Background: an optimization exercise with open tools, aiming at small area, a short achievable clock period and few clock cycles per item. Do not read the settings as production practice. Function was checked by simulation only, so behaviour that the tests miss may differ from the original. Power figures rest on the tool's default switching activity, not on a simulated workload.

## v14
Design pe_con, start of the top module:
module pe_con #(
    parameter SIZE = 16,
    parameter VECTOR_SIZE = 16,
    parameter L_RAM_SIZE = 4
) (
    input start,
    output done,
    input aclk,
    input aresetn,
    output [L_RAM_SIZE:0] rdaddr,
    input [SIZE-1:0] rddata,
    output [SIZE-1:0] wrdata
);
    reg [5:0] cnt;
    reg busy;
    reg done_r;
    reg ph_odd;      
    reg ph_even;     
    reg clr;         
    reg fin;         
    always @(posedge aclk)
        if (!aresetn) begin
            cnt <= 6'd0;
            busy <= 1'b0;
            done_r <= 1'b0;
            ph_odd <= 1'b0;
            ph_even <= 1'b0;
            clr <= 1'b1;
            fin <= 1'b0;
        end else begin
            done_r <= busy && (cnt == 6'd36);
            busy <= start || (busy && !done_r);
            if (busy && !done_r)
                cnt <= cnt + 6'd1;
            else
                cnt <= {5'd0, start};
            ph_odd <= (start || busy) && !cnt[0];
            ph_even <= busy && cnt[0];
            clr <= !busy || (cnt < 6'd3);
            fin <= busy && (cnt == 6'd35);
        end
    assign rdaddr = {cnt[0], cnt[4:1]};
    assign done = done_r;
    reg [SIZE-1:0] w1, w2;
    reg [7:0] w3;
    always @(posedge aclk) begin
  ...
Size in the first run: about 110 flip-flops, about 41 I/O pins, about 5500 um2 of cells after synthesis.
clock: 7.0 ns
lec_check: 0
cap_margin: 20
core_margin: 2
core_utilization: 40
cts_buf_list: sky130_fd_sc_hd__clkbuf_4 sky130_fd_sc_hd__clkbuf_8
setup_slack_margin: 4.5
slew_margin: 20
synth_hierarchical: 1
synth_minimum_keep_size: 0
run.sh (not shown) runs the stock make flow with config.mk's settings and CLKGATE_MAP_FILE= SYNTH_SCRIPT=/design/flow/synth_recipe.tcl, a recipe that flattens the netlist after the stock synthesis.
v14 went all the way through synthesis, placement and routing and the layout is clean on timing, DRC and antenna.
Testbench counts of v14, summed over its fixed seeds: cycles 7,296, items 192.
Changes in v10 relative to v14:
Settings: SETUP_SLACK_MARGIN: 4.5 -> 4.2.
==> flow/flow/run.sh (new file) <==
#!/bin/bash
# The standard layout (standard synthesis unchanged), except that the
# port buffers are plain sky130_fd_sc_hd__buf_1 cells rather than the delay
# cells buffer_ports picks by default. Each step's full log is kept under
# orfs/logs/; make's own output goes to make_*.log here.
set -euo pipefail
bash standard.sh synth > make_synth.log 2>&1
bash standard.sh finish "BUFFER_PORTS_ARGS=-buffer_cell sky130_fd_sc_hd__buf_1" > make_finish.log 2>&1
==> flow/standard.sh (new file) <==
#!/bin/bash
# synth_recipe.tcl (not shown) runs the flow's synth.tcl, then flattens the netlist and writes it again
# the make line also repeats each setting of config.mk as NAME=value (left out here)
make -C /OpenROAD-flow-scripts/flow DESIGN_CONFIG=/design/flow/config.mk WORK_HOME=/design/flow/orfs CLKGATE_MAP_FILE= SYNTH_SCRIPT=/design/flow/synth_recipe.tcl "${@:-finish}"
removed: flow/run.sh
## What came out
v10 reached the final stage; the timing, design-rule and antenna checks on its layout passed.
v10 vs v14 — design area dropped about 5%.
[v10] clock skew rose 0.0039 ns relative to v14
The relative max-transition margin of v10 exceeds that of v14 by 5.6 points.
From v14 to v10 the numbers moved as follows: number of clock-tree buffers in the layout rose 1, leakage power of the design now sits lower, period utilization has increased, number of sequential cells in the layout level.
Summary: with v14 as the reference, detailed-route wire length per cell in v10 moved down slightly.
Compared to v14, v10 leaves more free space in the core.
v10 and v14 ended up with nearly the same power.
Of v10 and v14, v14 shows the higher global routing met2 resource utilization, with v10 below it.
Here is what was changed in the inputs of v21 compared with v10.
Settings: swapping 4.2 for 4.5 in SETUP_SLACK_MARGIN.
==> comparison <==
Of the two values seen for slowest cell on the critical path, dfxtp_1 was produced by v10 and fa_1 by v21.
v21 | status: complete | timing, DRC, antenna: pass
NOTE wire length of the first global-routing pass v10->v21 decreased slightly
For die area, v10 and v21 come out practically identical.
The lower power in the clock group of v10 and v21 is in v21.
v21 against v10: area taken by multi-input logic gates now sits higher, register share of total power went up by 0.6 points, count of clock-buffer cells in the layout dropped 1, proportion of power drawn by the clock network decreased by 0.8 points relative to the old numbers, worst max-slew margin expressed relative to the limit rose 4.7 points.
v21 ends up with a largest fanout on the critical path that is 6 higher than in v10.
Relative to v21, the following input files were edited for v24:
Settings: SETUP_SLACK_MARGIN now 4.8, was 4.5.
--- outcome ---
- v24 vs. v21: top fanout value on the critical path down 9, average wire per cell in the routed design up 0.88 um, final period demand of the worst path down 0.097 ns, wire length up 11%.
- | worst setup slack | v24 vs v21 | 0.097 ns higher |
- Diff v24..v21 | I/O pin count | unchanged
- v21 has lower area of the multi-input gates than v24.
- Relative to v21, the final cell area reported for v24 is higher.
- Global routing met3 resource utilization: v24 vs v21 up 0.70 points
- | cell count | lower: v21 |
- Fmax for v24: 0.016 GHz up relative to v21

* * *

Setup of job 101:
Another version of the RTL of pe_con (not shown whole).
Size in the first run: about 110 flip-flops, ~0.0054 mm² of cells after synthesis.
export LEC_CHECK = 0
export CAP_MARGIN = 20
export CORE_MARGIN = 2
export CORE_UTILIZATION = 40
export CTS_BUF_LIST = sky130_fd_sc_hd__clkbuf_4 sky130_fd_sc_hd__clkbuf_8
export SETUP_SLACK_MARGIN = 4.5
export SLEW_MARGIN = 20
export SYNTH_HIERARCHICAL = 1
export SYNTH_MINIMUM_KEEP_SIZE = 0
create_clock -name core_clock -period 7.0 [get_ports {aclk}]
standard.sh (not shown) runs the stock make flow with config.mk's settings and CLKGATE_MAP_FILE= SYNTH_SCRIPT=/design/flow/synth_recipe.tcl, a recipe that flattens the netlist after the stock synthesis.
==> flow/flow/run.sh <==
#!/bin/bash
# The standard layout (standard synthesis unchanged), except that the
# port buffers are plain sky130_fd_sc_hd__buf_1 cells rather than the delay
# cells buffer_ports picks by default. Each step's full log is kept under
# orfs/logs/; make's own output goes to make_*.log here.
set -euo pipefail
bash standard.sh synth > make_synth.log 2>&1
bash standard.sh finish "BUFFER_PORTS_ARGS=-buffer_cell sky130_fd_sc_hd__buf_1" > make_finish.log 2>&1
Testbench counts of job 101, summed over its fixed seeds: cycles 7,296, items 192.
Here is what was changed in the inputs of job 102 compared with job 101.
# job 101
export LEC_CHECK = 0
export CAP_MARGIN = 20
export CORE_MARGIN = 2
export CORE_UTILIZATION = 40
export CTS_BUF_LIST = sky130_fd_sc_hd__clkbuf_4 sky130_fd_sc_hd__clkbuf_8
export SETUP_SLACK_MARGIN = 4.5
export SLEW_MARGIN = 20
export SYNTH_HIERARCHICAL = 1
export SYNTH_MINIMUM_KEEP_SIZE = 0
create_clock -name core_clock -period 7.0 [get_ports {aclk}]
# job 102
export LEC_CHECK = 0
export CAP_MARGIN = 20
export CORE_MARGIN = 2
export CORE_UTILIZATION = 40
export CTS_BUF_LIST = sky130_fd_sc_hd__clkbuf_4 sky130_fd_sc_hd__clkbuf_8
export SETUP_SLACK_MARGIN = 4.7
export SLEW_MARGIN = 20
export SYNTH_HIERARCHICAL = 1
export SYNTH_MINIMUM_KEEP_SIZE = 0
create_clock -name core_clock -period 7.0 [get_ports {aclk}]
## What came out
- Delta (job 102 minus job 101): slew of the pin with the lowest slew margin lost 110 ps, cell area picked up an extra 7.1%.
- In job 102, the switching part of the total power came out 1.9 points above the value in job 101.
- Summary of job 102 over job 101: final hold slack now sits higher; total power consumption of the routed design went up; global-route usage went up by 0.40 points.
- Compared with job 101, job 102 shows non-clock buffer count that has gone up by more than half.
- Taking job 101 as the reference point, the portion of total power attributed to combinational logic of job 102 rises by 1.1 points.

* * *

pe_con again, from the RTL that the note above started with.
Settings: LEC_CHECK=0, CAP_MARGIN=20, CORE_MARGIN=2, CORE_UTILIZATION=40, CTS_BUF_LIST=sky130_fd_sc_hd__clkbuf_16, CTS_CLUSTER_DIAMETER=500, CTS_CLUSTER_SIZE=100, SETUP_SLACK_MARGIN=4.6, SLEW_MARGIN=20, SYNTH_HIERARCHICAL=1, SYNTH_MINIMUM_KEEP_SIZE=0; clock period 7.0 ns.
Scripts as last shown in full above: flow/flow/run.sh
The first run finished clean.
Testbench counts at the start, summed over its fixed seeds: cycles 7,296, items 192.
Next try:
- CTS_BUF_LIST: sky130_fd_sc_hd__clkbuf_16 -> sky130_fd_sc_hd__clkbuf_4 sky130_fd_sc_hd__clkbuf_8
- CTS_CLUSTER_DIAMETER: 500 -> unset
- CTS_CLUSTER_SIZE: 100 -> unset
Maximum frequency came out higher by a few percent.
Setup slack gets better by 0.052 ns.
Wire length hardly moves.
Critical path depth went down by 1.
Die area is unchanged.
Count of clock-buffer cells in the layout goes up by 1.
Synthesized cell count does not change.
Power drops by roughly a tenth.
Via count hardly moves.
Global-route usage barely changes.

re-timing with driven ports:
How much do the figures lean on ideal ports? The routed layouts below were timed once more, with nothing changed but the port constraints.
Step 1 assumes that a clkbuf_16 drives the clock port and a buf_2 every other input.
Step 2 also shifts input and output timing later by t, the mid clock arrival at the registers, as if the neighbouring blocks saw the same clock.
a / b / c = ideal / step 1 / step 2; a / b = the first two.
| run | shift t [ns] | slack for setup (ns) | worst setup path at the end |
|---|---|---|---|
| v14 | 0.416 | 4.519 / 4.519 / 4.519 | register to register |
| v10 | 0.407 | 4.281 / 4.281 / 4.281 | register to register |
| v21 | 0.411 | 4.508 / 4.508 / 4.508 | register to register |
| v24 | 0.416 | 4.605 / 4.605 / 4.605 | register to register |
| job 101 | 0.400 | 4.571 / 4.571 / 4.571 | register to register |
| job 102 | 0.409 | 4.645 / 4.645 / 4.645 | register to register |
| the first run of note 3 | 0.383 | 4.575 / 4.575 / 4.575 | register to register |
| the second run of note 3 | 0.405 | 4.627 / 4.598 / 4.627 | register to register |
After both steps every run listed still meets setup and hold.
